Background: an optimization exercise with open tools, aiming at small area. Do not read the settings as production practice. Only simulation tests tie the RTL to the original design; equivalence was not proved. Power and IR drop assume default switching activity. The flow treats the clock pin as an ideal source, which a real chip does not have.

// cnn_top
module cnn_top #(
    parameter int DATA_WIDTH = 8,
    parameter int OUT_WIDTH  = 32,
    parameter int IMG_WIDTH  = 28
)(
    input  logic                   clk,
    input  logic                   rst_n,
    input  logic [DATA_WIDTH-1:0]  s_axis_tdata,
    input  logic                   s_axis_tvalid,
    output logic                   s_axis_tready,
    output logic [OUT_WIDTH-1:0]   m_axis_tdata,
    output logic                   m_axis_tvalid,
    input  logic                   m_axis_tready,
    output logic                   m_axis_tlast
);
clock: 5.5 ns
lec_check: 0
cap_margin: 20
core_margin: 2
core_utilization: 70
cts_buf_list: sky130_fd_sc_hd__clkbuf_16
cts_cluster_diameter: 150
cts_cluster_size: 36
slew_margin: 20
synth_hierarchical: 1
synth_minimum_keep_size: 0
standard.sh (not shown) runs the stock make flow with config.mk's settings and CLKGATE_MAP_FILE= SYNTH_SCRIPT=/design/flow/synth_recipe.tcl, a recipe that flattens the netlist after the stock synthesis.
==> flow/flow/run.sh <==
#!/bin/bash
# Standard layout (standard.sh: the ORFS flow, synthesis unchanged), with
# clock tree synthesis told not to add dummy loads and to use a small buffer
# at the root of the clock tree, and the smallest buffer on
# the ports.
set -euo pipefail
export CTS_ARGS="-sink_clustering_enable -repair_clock_nets -buf_list sky130_fd_sc_hd__clkbuf_16 -sink_clustering_size 36 -sink_clustering_max_diameter 150 -dont_use_dummy_load -root_buf sky130_fd_sc_hd__clkbuf_4"
export BUFFER_PORTS_ARGS="-buffer_cell sky130_fd_sc_hd__buf_1"
bash standard.sh > standard.log 2>&1
Next try:
==> flow/flow/run.sh (replaced) <==
#!/bin/bash
# Standard layout (standard.sh: the ORFS flow, synthesis unchanged), with
# clock tree synthesis told not to add dummy loads and to use a small buffer
# at the root of the clock tree, and the smallest buffer on
# the ports.
set -euo pipefail
export CTS_ARGS="-sink_clustering_enable -repair_clock_nets -buf_list sky130_fd_sc_hd__clkbuf_16 -sink_clustering_size 36 -sink_clustering_max_diameter 70 -dont_use_dummy_load -root_buf sky130_fd_sc_hd__clkbuf_2"
export BUFFER_PORTS_ARGS="-buffer_cell sky130_fd_sc_hd__buf_1"
bash standard.sh > standard.log 2>&1
CTS_CLUSTER_DIAMETER = 70   (was 150)
Effect: Cell area is about the same. Worst hold slack gets better by 75 ps. Synthesized area is unchanged. Clock skew went up by 56 ps. Cell count hardly moves. Fmax went up by 3.0%.
Next try:
==> flow/flow/run.sh (replaced) <==
#!/bin/bash
# Standard layout (standard.sh: the ORFS flow, synthesis unchanged), with
# clock tree synthesis told not to add dummy loads and to use a small buffer
# at the root of the clock tree, and the smallest buffer on
# the ports.
set -euo pipefail
export CTS_ARGS="-sink_clustering_enable -repair_clock_nets -buf_list sky130_fd_sc_hd__clkbuf_16 -sink_clustering_size 36 -sink_clustering_max_diameter 100 -dont_use_dummy_load -root_buf sky130_fd_sc_hd__clkbuf_4"
export BUFFER_PORTS_ARGS="-buffer_cell sky130_fd_sc_hd__buf_1"
bash standard.sh > standard.log 2>&1
CTS_CLUSTER_DIAMETER = 100   (was 70)
Cell area hardly moves. Count of clock-buffer cells in the layout fell by 1. Routed wire length fell slightly. Hold slack gets worse by 75 ps. Via count rose slightly. Synthesized area does not change. Sequential power barely changes. Clock skew fell by 56 ps. Fmax fell by a few percent.
Next try:
==> flow/flow/run.sh (replaced) <==
#!/bin/bash
# Standard layout (standard.sh: the ORFS flow, synthesis unchanged), with
# clock tree synthesis told not to add dummy loads and to use a small buffer
# at the root of the clock tree, and the smallest buffer on
# the ports.
set -euo pipefail
export CTS_ARGS="-sink_clustering_enable -repair_clock_nets -buf_list sky130_fd_sc_hd__clkbuf_16 -sink_clustering_size 36 -sink_clustering_max_diameter 70 -dont_use_dummy_load -root_buf sky130_fd_sc_hd__clkbuf_4"
export BUFFER_PORTS_ARGS="-buffer_cell sky130_fd_sc_hd__buf_1"
bash standard.sh > standard.log 2>&1
CAP_MARGIN = 0   (was 20)
CTS_CLUSTER_DIAMETER = 70   (was 100)
SLEW_MARGIN = 0   (was 20)
Result: The changed run completed with no timing, DRC or antenna violations; wire length increases slightly; total power increases slightly; area after synthesis does not change; worst setup slack improves by 26 ps; via count is about the same; register-to-register slack hardly moves; die area stays the same; core utilization increases by 0.11 points; non-clock buffer count stays the same; cell count barely changes; first-iteration DRC count decreases by a few percent.
Next try:
CAP_MARGIN = 20   (was 0)
SLEW_MARGIN = 20   (was 0)
- flip-flop and latch count stays the same
- register-to-register slack hardly moves
- routed wire length is unchanged
- first-iteration DRC count stays the same
- cell area stays the same
- total power is unchanged
- die area does not change
- worst setup slack is unchanged
- count of clock-buffer cells in the layout does not change

========
cnn_top, a different RTL version from the one above (not shown whole).
Size in the first run: about 680 cells after synthesis, ~490 flip-flops, ~47 I/O pins, roughly 16000 sq um of cells after synthesis.
## cnn_top
module cnn_top #(
    parameter int DATA_WIDTH = 8,
    parameter int OUT_WIDTH  = 32,
    parameter int IMG_WIDTH  = 28
)(
    input  logic                   clk,
    input  logic                   rst_n,
    input  logic [DATA_WIDTH-1:0]  s_axis_tdata,
    input  logic                   s_axis_tvalid,
    output logic                   s_axis_tready,
    output logic [OUT_WIDTH-1:0]   m_axis_tdata,
    output logic                   m_axis_tvalid,
    input  logic                   m_axis_tready,
    output logic                   m_axis_tlast
);
    localparam int DEPTH = 2*IMG_WIDTH;
    logic                              win_ready;
    logic [DEPTH-1:0][DATA_WIDTH-1:0]  hist;
    logic [11:0]                       result;
    assign s_axis_tready = 1'b1;
    assign m_axis_tlast  = 1'b0;
    sliding_window #(
        .DATA_WIDTH(DATA_WIDTH),
        .IMG_WIDTH(IMG_WIDTH),
        .DEPTH(DEPTH)
    ) u_sliding_window (
        .clk(clk),
        .rst_n(rst_n),
        .i_valid(s_axis_tvalid),
        .i_data(s_axis_tdata),
        .o_ready(win_ready),
        .o_hist(hist)
    );
    conv_mac #(
        .DATA_WIDTH(DATA_WIDTH),
        .IMG_WIDTH(IMG_WIDTH),
        .DEPTH(DEPTH)
    ) u_conv_mac (
        .clk(clk),
        .rst_n(rst_n),
        .i_beat(s_axis_tvalid),
        .i_valid(s_axis_tvalid & win_ready),
        .i_px(s_axis_tdata),
        .i_hist(hist),
        .o_valid(m_axis_tvalid),
        .o_result(result)
    );
    assign m_axis_tdata = {{(OUT_WIDTH-12){result[11]}}, result};
endmodule
clock: 5.5 ns
lec_check: 0
cap_margin: 20
core_margin: 2
core_utilization: 70
cts_buf_list: sky130_fd_sc_hd__clkbuf_16
cts_cluster_diameter: 70
cts_cluster_size: 36
slew_margin: 20
==> flow/flow/run.sh <==
#!/bin/bash
# Standard layout (standard.sh: the ORFS flow, synthesis unchanged), with
# clock tree synthesis told not to add dummy loads and the smallest buffer on
# the ports.
set -euo pipefail
export CTS_ARGS="-sink_clustering_enable -repair_clock_nets -buf_list \"sky130_fd_sc_hd__clkbuf_8 sky130_fd_sc_hd__clkbuf_16\" -sink_clustering_size 36 -sink_clustering_max_diameter 70 -dont_use_dummy_load"
export BUFFER_PORTS_ARGS="-buffer_cell sky130_fd_sc_hd__buf_1"
bash standard.sh > standard.log 2>&1
Next try:
==> flow/flow/run.sh (replaced) <==
#!/bin/bash
# Standard layout (standard.sh: the ORFS flow, synthesis unchanged), with
# clock tree synthesis told not to add dummy loads and to use a small buffer
# at the root of the clock tree, and the smallest buffer on
# the ports.
set -euo pipefail
export CTS_ARGS="-sink_clustering_enable -repair_clock_nets -buf_list sky130_fd_sc_hd__clkbuf_16 -sink_clustering_size 36 -sink_clustering_max_diameter 70 -dont_use_dummy_load -root_buf sky130_fd_sc_hd__clkbuf_4"
export BUFFER_PORTS_ARGS="-buffer_cell sky130_fd_sc_hd__buf_1"
bash standard.sh > standard.log 2>&1
After rerunning: Cell area stays flat. Power drops by 1.3%. Synthesized cell count stays the same. Sequential share of layout area climbs by 0.25 points. Routed wire length is lower by 0.46%. Via count barely changes. Cell count hardly moves. Count of clock-buffer cells in the layout does not change. Global-route usage is about the same.
Next try:
==> flow/flow/run.sh (replaced) <==
#!/bin/bash
# Standard layout (standard.sh: the ORFS flow, synthesis unchanged), with
# clock tree synthesis told not to add dummy loads and the smallest buffer on
# the ports.
set -euo pipefail
export CTS_ARGS="-sink_clustering_enable -repair_clock_nets -buf_list sky130_fd_sc_hd__clkbuf_16 -sink_clustering_size 36 -sink_clustering_max_diameter 70 -dont_use_dummy_load -root_buf sky130_fd_sc_hd__clkbuf_8 -tree_buf sky130_fd_sc_hd__clkbuf_8"
export BUFFER_PORTS_ARGS="-buffer_cell sky130_fd_sc_hd__buf_1"
bash standard.sh > standard.log 2>&1
The new run passed the timing, design-rule and antenna checks; clock-buffer cell count does not change; sequential share of layout area hardly moves; via count stays flat; non-clock buffer count does not change; routed wire length hardly moves; sequential power barely changes; first-iteration DRC count goes down by 4.9%; cell count hardly moves; utilization stays flat; synthesized cell count does not change; clock power climbs by about 3%.
Next try:
==> flow/flow/run.sh (replaced) <==
#!/bin/bash
# Standard layout (standard.sh: the ORFS flow, synthesis unchanged), with
# clock tree synthesis told not to add dummy loads and the smallest buffer on
# the ports.
set -euo pipefail
export CTS_ARGS="-sink_clustering_enable -repair_clock_nets -buf_list sky130_fd_sc_hd__clkbuf_16 -sink_clustering_size 36 -sink_clustering_max_diameter 70 -dont_use_dummy_load -root_buf sky130_fd_sc_hd__clkbuf_8"
export BUFFER_PORTS_ARGS="-buffer_cell sky130_fd_sc_hd__buf_1"
bash standard.sh > standard.log 2>&1
The changed run completed without violations. Synthesized cell count stays the same. Utilization is unchanged. Routed wire length is unchanged. Global-route usage does not change. Worst setup slack is unchanged. Critical path depth does not change. Synthesized area does not change. Final area does not change. Clock power is about the same.

========
Another version of the RTL of cnn_top (not shown whole).
Size in the first run: ~490 flip-flops, ~47 I/O pins, roughly 0.016 mm2 of cells after synthesis.
==> flow/config.mk <==
export PLATFORM = sky130hd
export DESIGN_NAME = cnn_top
export DESIGN_NICKNAME = cnn_top
export VERILOG_FILES = /design/flow/design.v
export SDC_FILE = /design/flow/constraint.sdc
export NUM_CORES = 4
export LEC_CHECK = 0
export CAP_MARGIN = 20
export CORE_MARGIN = 2
export CORE_UTILIZATION = 70
export CTS_BUF_LIST = sky130_fd_sc_hd__clkbuf_8
export CTS_CLUSTER_DIAMETER = 50
export CTS_CLUSTER_SIZE = 20
export SLEW_MARGIN = 20
==> flow/constraint.sdc <==
create_clock -name core_clock -period 5.5 [get_ports {clk}]
set_input_delay 1.1000 -clock core_clock [delete_from_list [all_inputs] [get_ports {clk}]]
set_output_delay 1.1000 -clock core_clock [all_outputs]
set_load 0.01 [all_outputs]
run.sh (not shown) runs the stock make flow with config.mk's settings and CLKGATE_MAP_FILE= SYNTH_SCRIPT=/design/flow/synth_recipe.tcl, a recipe that flattens the netlist after the stock synthesis.
Stock flow here: none of the scripts above is used.
The starting point finished clean.
Then changed:
==> flow/flow/run.sh (new file) <==
#!/bin/bash
# Standard layout (standard.sh: the ORFS flow, synthesis unchanged), with
# clock tree synthesis told not to add dummy loads and the smallest buffer on
# the ports.
set -euo pipefail
export CTS_ARGS="-sink_clustering_enable -repair_clock_nets -buf_list sky130_fd_sc_hd__clkbuf_16 -sink_clustering_size 38 -sink_clustering_max_diameter 60 -dont_use_dummy_load"
export BUFFER_PORTS_ARGS="-buffer_cell sky130_fd_sc_hd__buf_1"
bash standard.sh > standard.log 2>&1
==> flow/standard.sh (new file) <==
#!/bin/bash
# synth_recipe.tcl (not shown) runs the flow's synth.tcl, then flattens the netlist and writes it again
# the make line also repeats each setting of config.mk as NAME=value (left out here)
make -C /OpenROAD-flow-scripts/flow DESIGN_CONFIG=/design/flow/config.mk WORK_HOME=/design/flow/orfs CLKGATE_MAP_FILE= SYNTH_SCRIPT=/design/flow/synth_recipe.tcl "${@:-finish}"
CTS_BUF_LIST = sky130_fd_sc_hd__clkbuf_16   (was sky130_fd_sc_hd__clkbuf_8)
CTS_CLUSTER_DIAMETER = 60   (was 50)
CTS_CLUSTER_SIZE = 38   (was 20)
removed: flow/run.sh
Worst hold slack got worse by 35 ps.
Count of clock-buffer cells in the layout fell by 11.
Wire length drops by a few percent.
Then changed:
==> flow/flow/run.sh (replaced) <==
#!/bin/bash
# Standard layout (standard.sh: the ORFS flow, synthesis unchanged), with
# clock tree synthesis told not to add dummy loads, the smallest buffer on the
# ports, and power recovery (downsizing off the critical paths) after routing.
set -euo pipefail
export CTS_ARGS="-sink_clustering_enable -repair_clock_nets -buf_list sky130_fd_sc_hd__clkbuf_8 -sink_clustering_size 20 -sink_clustering_max_diameter 50 -dont_use_dummy_load"
export BUFFER_PORTS_ARGS="-buffer_cell sky130_fd_sc_hd__buf_1"
export RECOVER_POWER=100
bash standard.sh > standard.log 2>&1
CTS_BUF_LIST = sky130_fd_sc_hd__clkbuf_8   (was sky130_fd_sc_hd__clkbuf_16)
CTS_CLUSTER_DIAMETER = 50   (was 60)
CTS_CLUSTER_SIZE = 20   (was 38)
Now the flow completed and failed the layout checks on capacitance limit, slew limit.
Routed wire length went up slightly.
Core utilization came out lower by 0.93 points.
Sequential cell count is unchanged.
Via count rose slightly.
Synthesized area does not change.
Then changed:
==> flow/flow/run.sh (replaced) <==
#!/bin/bash
# Standard layout (standard.sh: the ORFS flow, synthesis unchanged), with
# clock tree synthesis told not to add dummy loads and the smallest buffer on
# the ports.
set -euo pipefail
export CTS_ARGS="-sink_clustering_enable -repair_clock_nets -buf_list sky130_fd_sc_hd__clkbuf_16 -sink_clustering_size 40 -sink_clustering_max_diameter 70 -dont_use_dummy_load"
export BUFFER_PORTS_ARGS="-buffer_cell sky130_fd_sc_hd__buf_1"
bash standard.sh > standard.log 2>&1
CTS_BUF_LIST = sky130_fd_sc_hd__clkbuf_16   (was sky130_fd_sc_hd__clkbuf_8)
CTS_CLUSTER_DIAMETER = 70   (was 50)
CTS_CLUSTER_SIZE = 40   (was 20)
What happened: Now the flow passed the timing, design-rule and antenna checks. Final cell count drops by 1.6%. Global-route usage drops by 0.52 points. Worst setup slack improved by 150 ps. Non-clock buffer count stays the same. Die area does not change. Via count drops by about 1.3%. Area after synthesis does not change.
Then changed:
==> flow/run.sh (new file) <==
#!/bin/bash
# synth_recipe.tcl (not shown) runs the flow's synth.tcl, then flattens the netlist and writes it again
# the make line also repeats each setting of config.mk as NAME=value (left out here)
make -C /OpenROAD-flow-scripts/flow DESIGN_CONFIG=/design/flow/config.mk WORK_HOME=/design/flow/orfs CLKGATE_MAP_FILE= SYNTH_SCRIPT=/design/flow/synth_recipe.tcl finish
CTS_BUF_LIST = sky130_fd_sc_hd__clkbuf_8   (was sky130_fd_sc_hd__clkbuf_16)
CTS_CLUSTER_DIAMETER = 35   (was 70)
CTS_CLUSTER_SIZE = 22   (was 40)
removed: flow/flow/run.sh
removed: flow/standard.sh
Area after synthesis is unchanged. Sequential share of layout area drops by 4.0 points. Clock-buffer cell count climbs by 32. Utilization climbs by 3.8 points. Cell count climbs by 7.2%. Hold slack is better by 46 ps. Routed wire length climbs by 7.6%.
Then changed:
==> flow/flow/run.sh (new file) <==
#!/bin/bash
# Standard layout (standard.sh: the ORFS flow, synthesis unchanged), with
# clock tree synthesis told not to add dummy loads and the smallest buffer on
# the ports.
set -euo pipefail
export CTS_ARGS="-sink_clustering_enable -repair_clock_nets -buf_list sky130_fd_sc_hd__clkbuf_8 -sink_clustering_size 20 -sink_clustering_max_diameter 50 -dont_use_dummy_load"
export BUFFER_PORTS_ARGS="-buffer_cell sky130_fd_sc_hd__buf_1"
bash standard.sh > standard.log 2>&1
==> flow/standard.sh (new file) <==
#!/bin/bash
# synth_recipe.tcl (not shown) runs the flow's synth.tcl, then flattens the netlist and writes it again
# the make line also repeats each setting of config.mk as NAME=value (left out here)
make -C /OpenROAD-flow-scripts/flow DESIGN_CONFIG=/design/flow/config.mk WORK_HOME=/design/flow/orfs CLKGATE_MAP_FILE= SYNTH_SCRIPT=/design/flow/synth_recipe.tcl "${@:-finish}"
CORE_UTILIZATION = 80   (was 70)
CTS_CLUSTER_DIAMETER = 50   (was 35)
CTS_CLUSTER_SIZE = 20   (was 22)
removed: flow/run.sh
With this change the flow did not get past clock tree synthesis (DPL-0033); area after synthesis does not change; synthesized cell count does not change.

[port drivers added, routing unchanged]
In the flow no input, the clock included, has a driving cell. The finished layouts below were timed again as built, in two steps.
Step 1 sets driving cells, clkbuf_16 on the clock port and buf_2 on the other inputs (assumed; they add their load-dependent delay and slew).
Step 2 times the ports against the registers' clock, not the clock port: input delays grow and output delays shrink by t, the midpoint of the rising clock arrivals with the driver on.
a / b / c = no drivers / after step 1 / after step 2; a / b = the first two.
run | t (ns) | setup WS [ns] | worst setup path at the end
the first run of note 1 | 0.728 | 0.109 / 0.130 / -0.598 | input to register
the second run of note 1 | 0.905 | 0.266 / 0.266 / -0.574 | input to register
the third run of note 1 | 0.728 | 0.109 / 0.130 / -0.598 | input to register
the fourth run of note 1 | 0.740 | 0.135 / 0.154 / -0.586 | input to register
the fifth run of note 1 | 0.740 | 0.135 / 0.154 / -0.586 | input to register
the first run of note 2 | 0.560 | 0.556 / 0.581 / 0.021 | input to register
the second run of note 2 | 0.754 | 0.761 / 0.783 / 0.028 | input to register
the third run of note 2 | 0.614 | 0.616 / 0.637 / 0.023 | input to register
the fourth run of note 2 | 0.614 | 0.616 / 0.637 / 0.023 | input to register
the first run of note 3 | 0.583 | 0.739 / 0.758 / 0.175 | input to register
the second run of note 3 | 0.584 | 1.043 / 1.063 / 0.479 | input to register
the third run of note 3 | 0.550 | 0.867 / 0.886 / 0.335 | input to register
the fourth run of note 3 | 0.548 | 1.018 / 1.040 / 0.492 | input to register
the fifth run of note 3 | 0.610 | 0.735 / 0.753 / 0.143 | input to register
Met with ideal ports but missed after step 2: setup timing in 5 of these runs. The setup slack of the second run of note 1, which loses most, moves by 0.000 ns with the drivers and by -0.840 ns with both steps.
